From an optimization exercise on the open Yosys and OpenROAD flow, aimed at a short achievable clock period and few clock cycles; shortcuts taken in it are not production practice. RTL that was checked went through simulation tests only; none was proved equivalent to the original. The flow treats the clock pin as an ideal source. Dropping or thinning the clock tree relies on that and would not hold on a real chip. No activity file was given, so power comes from the tool's default toggle rates.

// mem_readout_top_2
module mem_readout_top_2(
    input clk,
    input reset,
    input wire [2:0] BX,
    input [6:0] clk_cnt,
    input [2:0] BX_pipe,
    input [5:0] number_in1,
    output [5:0] read_add1,
    input [43:0] input_L1L2_1,
    input [5:0] number_in2,
    output [5:0] read_add2,
    input [43:0] input_L1L2_2,
    input [5:0] number_in3,
    output [5:0] read_add3,
    input [43:0] input_L1L2_3,
    input [5:0] number_in4,
    output [5:0] read_add4,
    input [43:0] input_L1L2_4,
    input [5:0] number_in5,
    output [5:0] read_add5,
    input [43:0] input_L3L4_1,
    input [5:0] number_in6,
    output [5:0] read_add6,
    input [43:0] input_L3L4_2,
    input [5:0] number_in7,
    output [5:0] read_add7,
    input [43:0] input_L3L4_3,
    input [5:0] number_in8,
    output [5:0] read_add8,
    input [43:0] input_L3L4_4,
    input [5:0] number_in9,
    output [5:0] read_add9,
    input [43:0] input_L5L6_1,
    input [5:0] number_in10,
    output [5:0] read_add10,
    input [43:0] input_L5L6_2,
    input [5:0] number_in11,
    output [5:0] read_add11,
    input [43:0] input_L5L6_3,
    input [5:0] number_in12,
    output [5:0] read_add12,
    input [43:0] input_L5L6_4,
    output reg [47:0] mem_dat_stream,
    output reg valid,
    output reg send_BX,
    output reg none
);
wire [5:0] num [0:11];
assign num[0] = number_in1;   assign num[1] = number_in2;
assign num[2] = number_in3;   assign num[3] = number_in4;
assign num[4] = number_in5;   assign num[5] = number_in6;
assign num[6] = number_in7;   assign num[7] = number_in8;
assign num[8] = number_in9;   assign num[9] = number_in10;
assign num[10] = number_in11; assign num[11] = number_in12;
wire [43:0] dat [0:11];
assign dat[0] = input_L1L2_1;  assign dat[1] = input_L1L2_2;
assign dat[2] = input_L1L2_3;  assign dat[3] = input_L1L2_4;
assign dat[4] = input_L3L4_1;  assign dat[5] = input_L3L4_2;
assign dat[6] = input_L3L4_3;  assign dat[7] = input_L3L4_4;
assign dat[8] = input_L5L6_1;  assign dat[9] = input_L5L6_2;
  ...
Size: about 350 flip-flops, ~740 I/O pins, roughly 0.018 sq mm of cells after synthesis.
==> module mem_readout_top_2, before the edit <==
module mem_readout_top_2(
    input clk,
    input reset,
    input wire [2:0] BX,
    input [6:0] clk_cnt,
    input [2:0] BX_pipe,
    input [5:0] number_in1,
    output [5:0] read_add1,
    input [43:0] input_L1L2_1,
    input [5:0] number_in2,
    output [5:0] read_add2,
    input [43:0] input_L1L2_2,
    input [5:0] number_in3,
    output [5:0] read_add3,
    input [43:0] input_L1L2_3,
    input [5:0] number_in4,
    output [5:0] read_add4,
    input [43:0] input_L1L2_4,
    input [5:0] number_in5,
    output [5:0] read_add5,
    input [43:0] input_L3L4_1,
    input [5:0] number_in6,
    output [5:0] read_add6,
    input [43:0] input_L3L4_2,
    input [5:0] number_in7,
    output [5:0] read_add7,
    input [43:0] input_L3L4_3,
    input [5:0] number_in8,
    output [5:0] read_add8,
    input [43:0] input_L3L4_4,
    input [5:0] number_in9,
    output [5:0] read_add9,
    input [43:0] input_L5L6_1,
    input [5:0] number_in10,
    output [5:0] read_add10,
    input [43:0] input_L5L6_2,
    input [5:0] number_in11,
    output [5:0] read_add11,
    input [43:0] input_L5L6_3,
    input [5:0] number_in12,
    output [5:0] read_add12,
    input [43:0] input_L5L6_4,
    output reg [47:0] mem_dat_stream,
    output reg valid,
    output reg send_BX,
    output reg none
);
wire [5:0] num [0:11];
assign num[0] = number_in1;   assign num[1] = number_in2;
assign num[2] = number_in3;   assign num[3] = number_in4;
assign num[4] = number_in5;   assign num[5] = number_in6;
assign num[6] = number_in7;   assign num[7] = number_in8;
assign num[8] = number_in9;   assign num[9] = number_in10;
assign num[10] = number_in11; assign num[11] = number_in12;
wire [43:0] dat [0:11];
assign dat[0] = input_L1L2_1;  assign dat[1] = input_L1L2_2;
assign dat[2] = input_L1L2_3;  assign dat[3] = input_L1L2_4;
assign dat[4] = input_L3L4_1;  assign dat[5] = input_L3L4_2;
assign dat[6] = input_L3L4_3;  assign dat[7] = input_L3L4_4;
assign dat[8] = input_L5L6_1;  assign dat[9] = input_L5L6_2;
assign dat[10] = input_L5L6_3; assign dat[11] = input_L5L6_4;
reg [5:0] addr [0:11];           
assign read_add1 = addr[0];   assign read_add2 = addr[1];
assign read_add3 = addr[2];   assign read_add4 = addr[3];
assign read_add5 = addr[4];   assign read_add6 = addr[5];
assign read_add7 = addr[6];   assign read_add8 = addr[7];
assign read_add9 = addr[8];   assign read_add10 = addr[9];
assign read_add11 = addr[10]; assign read_add12 = addr[11];
function [11:0] lowest;
    input [11:0] m;
    integer j;
    reg seen;
    begin
        seen = 1'b0;
        for (j = 0; j < 12; j = j + 1) begin
            lowest[j] = m[j] & ~seen;
            seen = seen | m[j];
        end
    end
endfunction
function [3:0] code;
    input [11:0] s;
    integer j;
    begin
        code = 4'd0;
        for (j = 0; j < 12; j = j + 1)
            code = code | ({4{s[j]}} & (j[3:0] + 4'd1));
    end
endfunction
reg [11:0] ne;                   
reg [11:0] one, two;             
reg [5:0]  nm1 [0:11];           
integer n;
always @(*) begin
    for (n = 0; n < 12; n = n + 1) begin
        one[n] = (num[n] == 6'd1);
        two[n] = (num[n] == 6'd2);
        nm1[n] = num[n] - 6'd1;
    end
end
always @(posedge clk) begin
    for (n = 0; n < 12; n = n + 1)
        ne[n] <= |num[n];
end
reg        first;
reg [11:0] first_m, second_m;
reg [11:0] act;
reg [11:0] last;                 
reg [5:0]  ap1 [0:11];           
reg [11:0] succ [0:11];
reg [11:0] nosucc;               
reg        busy;                 
wire [11:0] fst = lowest(ne);
wire [11:0] leave = act & last;
integer i, j;
reg [11:0] act_nxt;
reg [11:0] nosucc_nxt;
always @(*) begin
    for (j = 0; j < 12; j = j + 1) begin
        act_nxt[j] = act[j] & ~last[j];
        for (i = 0; i < j; i = i + 1)
            act_nxt[j] = act_nxt[j] | (leave[i] & succ[i][j]);
    end
end
reg [11:0] succ_nxt [0:11];
reg        seen;
always @(*) begin
    for (i = 0; i < 12; i = i + 1) begin
        seen = 1'b0;
        for (j = 0; j < 12; j = j + 1) begin
            succ_nxt[i][j] = (j > i) & ne[j] & ~seen;
            if (j > i) seen = seen | ne[j];
        end
        nosucc_nxt[i] = ~seen;
    end
end
always @(posedge clk) begin
    first  <= reset;
    nosucc <= nosucc_nxt;
    if (first) begin
        act  <= fst;
        busy <= |ne;
    end else begin
        act  <= act_nxt;
        busy <= busy & ~|(leave & nosucc);
    end
    for (n = 0; n < 12; n = n + 1) begin
        succ[n] <= succ_nxt[n];
        first_m[n]  <= reset & |num[n];
        second_m[n] <= ~reset & first_m[n];
        if (first_m[n])
            last[n] <= one[n] | two[n];
        else if (act[n])
            last[n] <= (ap1[n] == nm1[n]);
        else if (second_m[n])
            last[n] <= one[n];
        if (reset) begin
            addr[n] <= 6'd0;
            ap1[n]  <= 6'd1;
        end else if (first_m[n] | act[n]) begin
            addr[n] <= ap1[n];
            ap1[n]  <= ap1[n] + 6'd1;
        end else if (second_m[n]) begin
            addr[n] <= 6'd0;
            ap1[n]  <= 6'd1;
        end
    end
end
reg [11:0] sel;                  
reg [3:0]  sel_code;             
reg [2:0]  hdr_bx;               
reg        dvalid;               
reg [43:0] mux;
integer k;
always @(*) begin
    mux = 44'd0;
    for (k = 0; k < 12; k = k + 1)
        mux = mux | ({44{sel[k]}} & dat[k]);
end
always @(posedge clk) begin
    sel      <= reset ? 12'd0 : first ? fst : act;
    sel_code <= reset ? 4'hF : first ? code(fst) : code(act);
    hdr_bx   <= reset ? BX : 3'd0;
    dvalid   <= ~reset & (first ? |ne : busy & ~|(act & one & second_m));
    mem_dat_stream <= {sel_code, mux[43:41] | hdr_bx, mux[40:0]};
    valid   <= ~reset & dvalid;
    send_BX <= ~reset & first;
    none    <= ~reset & (first ? ~|ne : ~busy);
end
endmodule
Settings: LEC_CHECK=0, ABC_CLOCK_PERIOD_IN_PS=1300, CAP_MARGIN=20, CORE_AREA=6 6 264 264, DIE_AREA=0 0 270 270, PLACE_DENSITY=0.6, SETUP_SLACK_MARGIN=1.8, SLEW_MARGIN=20; clock period 3.0 ns.
standard.sh (not shown) runs the stock make flow with config.mk's settings and CLKGATE_MAP_FILE= SYNTH_SCRIPT=/design/flow/synth_recipe.tcl, a recipe that flattens the netlist after the stock synthesis.
==> flow/flow/run.sh <==
#!/bin/bash
# Standard ORFS layout with three changes:
# - synthesis and the resizer do not use the slow 3- and 4-input OR and
#   4-input NOR cells (added to the platform's don't-use list);
# - the ports get plain buffers that the resizer may size freely (instead
#   of delay cells of a fixed footprint);
# - the clock tree is built by flow/mytree.tcl, hooked in before ORFS's CTS
#   step.
# Tool output goes to standard.log.
DONT_USE="$(cat flow/dont_use.txt)"
bash standard.sh PRE_CTS_TCL="$PWD/flow/pre_cts.tcl" \
  BUFFER_PORTS_ARGS="-buffer_cell sky130_fd_sc_hd__buf_4" \
  MATCH_CELL_FOOTPRINT=0 DONT_USE_CELLS="$DONT_USE" finish > standard.log 2>&1
Other scripts of this flow, unchanged in this note and not shown: flow/flow/dont_use.txt, flow/flow/mytree.tcl, flow/flow/pre_cts.tcl
The starting point ran to the end with no violations.
Change:
--- a/flow/design.v
+++ b/flow/design.v
@@ -88,28 +88,24 @@
             code = code | ({4{s[j]}} & (j[3:0] + 4'd1));
     end
 endfunction
 reg [11:0] ne;                   
 reg [11:0] one, two;             
-reg [5:0]  nm1 [0:11];           
+reg [5:0]  nm2 [0:11];           
 integer n;
-always @(*) begin
+always @(posedge clk) begin
     for (n = 0; n < 12; n = n + 1) begin
-        one[n] = (num[n] == 6'd1);
-        two[n] = (num[n] == 6'd2);
-        nm1[n] = num[n] - 6'd1;
+        ne[n]  <= |num[n];
+        one[n] <= (num[n] == 6'd1);
+        two[n] <= (num[n] == 6'd2);
+        nm2[n] <= num[n] - 6'd2;
     end
-end
-always @(posedge clk) begin
-    for (n = 0; n < 12; n = n + 1)
-        ne[n] <= |num[n];
 end
 reg        first;
 reg [11:0] first_m, second_m;
 reg [11:0] act;
 reg [11:0] last;                 
-reg [5:0]  ap1 [0:11];           
 reg [11:0] succ [0:11];
 reg [11:0] nosucc;               
 reg        busy;                 
 wire [11:0] fst = lowest(ne);
 wire [11:0] leave = act & last;
@@ -150,23 +146,21 @@
         first_m[n]  <= reset & |num[n];
         second_m[n] <= ~reset & first_m[n];
         if (first_m[n])
             last[n] <= one[n] | two[n];
         else if (act[n])
-            last[n] <= (ap1[n] == nm1[n]);
+            last[n] <= (addr[n] == nm2[n]);
         else if (second_m[n])
             last[n] <= one[n];
-        if (reset) begin
+        if (reset)
             addr[n] <= 6'd0;
-            ap1[n]  <= 6'd1;
-        end else if (first_m[n] | act[n]) begin
-            addr[n] <= ap1[n];
-            ap1[n]  <= ap1[n] + 6'd1;
-        end else if (second_m[n]) begin
+        else if (first_m[n])
+            addr[n] <= 6'd1;
+        else if (act[n])
+            addr[n] <= addr[n] + 6'd1;
+        else if (second_m[n])
             addr[n] <= 6'd0;
-            ap1[n]  <= 6'd1;
-        end
     end
 end
 reg [11:0] sel;                  
 reg [3:0]  sel_code;             
 reg [2:0]  hdr_bx;               
Outcome:
- The changed run completed without violations
- sequential cell count rose by 24
- power rose by 9.7%
- clock skew stays flat
- design area fell by 0.71%
- core utilization fell by 0.34 points
- die area does not change
- cell count fell by about 3.6%
- area after synthesis fell by 4.7%
- setup slack is better by 0.11 ns
- clock power rose by about 2%
- routed wire length rose by 4.5%
- critical path depth fell by 5
- global-route usage rose by 1.7 points
Testbench counts after the change, summed over its fixed seeds: cycles 29,813.
No functional check of the RTL was part of the first run of this note. In every run of this note, the design's own scripts or RTL, not TritonCTS, make the clock network.

==> re-timing with driven ports <==
The results above use ideal ports. As a check the final layouts listed here were re-extracted and re-timed, cells and wires unchanged. Step 1: set_driving_cell puts a clkbuf_16 on clk and a buf_2 on each other input, an assumption about the parent block. Step 2 moves the port delays by t, midway between the first and last clock arrival at a register: inputs arrive t later, outputs are due t later. That takes back most of the time a late clock gives input paths. Three values: ideal ports, drivers, drivers and shift; two values: the first two.
| run | t, ns | setup slack, ns | clock arrival spread, ns | worst register clock-pin slew, ns | worst slew at a driven data input, ns |
|---|---|---|---|---|---|
| the first run | 0.453 | 1.374 / 1.408 / 0.984 | 0.065 / 0.065 | 0.09 / 0.09 | 0.25 |
| the second run | 0.470 | 1.485 / 1.372 / 1.322 | 0.066 / 0.065 | 0.09 / 0.09 | 0.29 |
After both steps setup and hold are still met in every run listed. The setup slack of the first run, which loses most, moves by +0.034 ns with the drivers and by -0.390 ns with both steps.
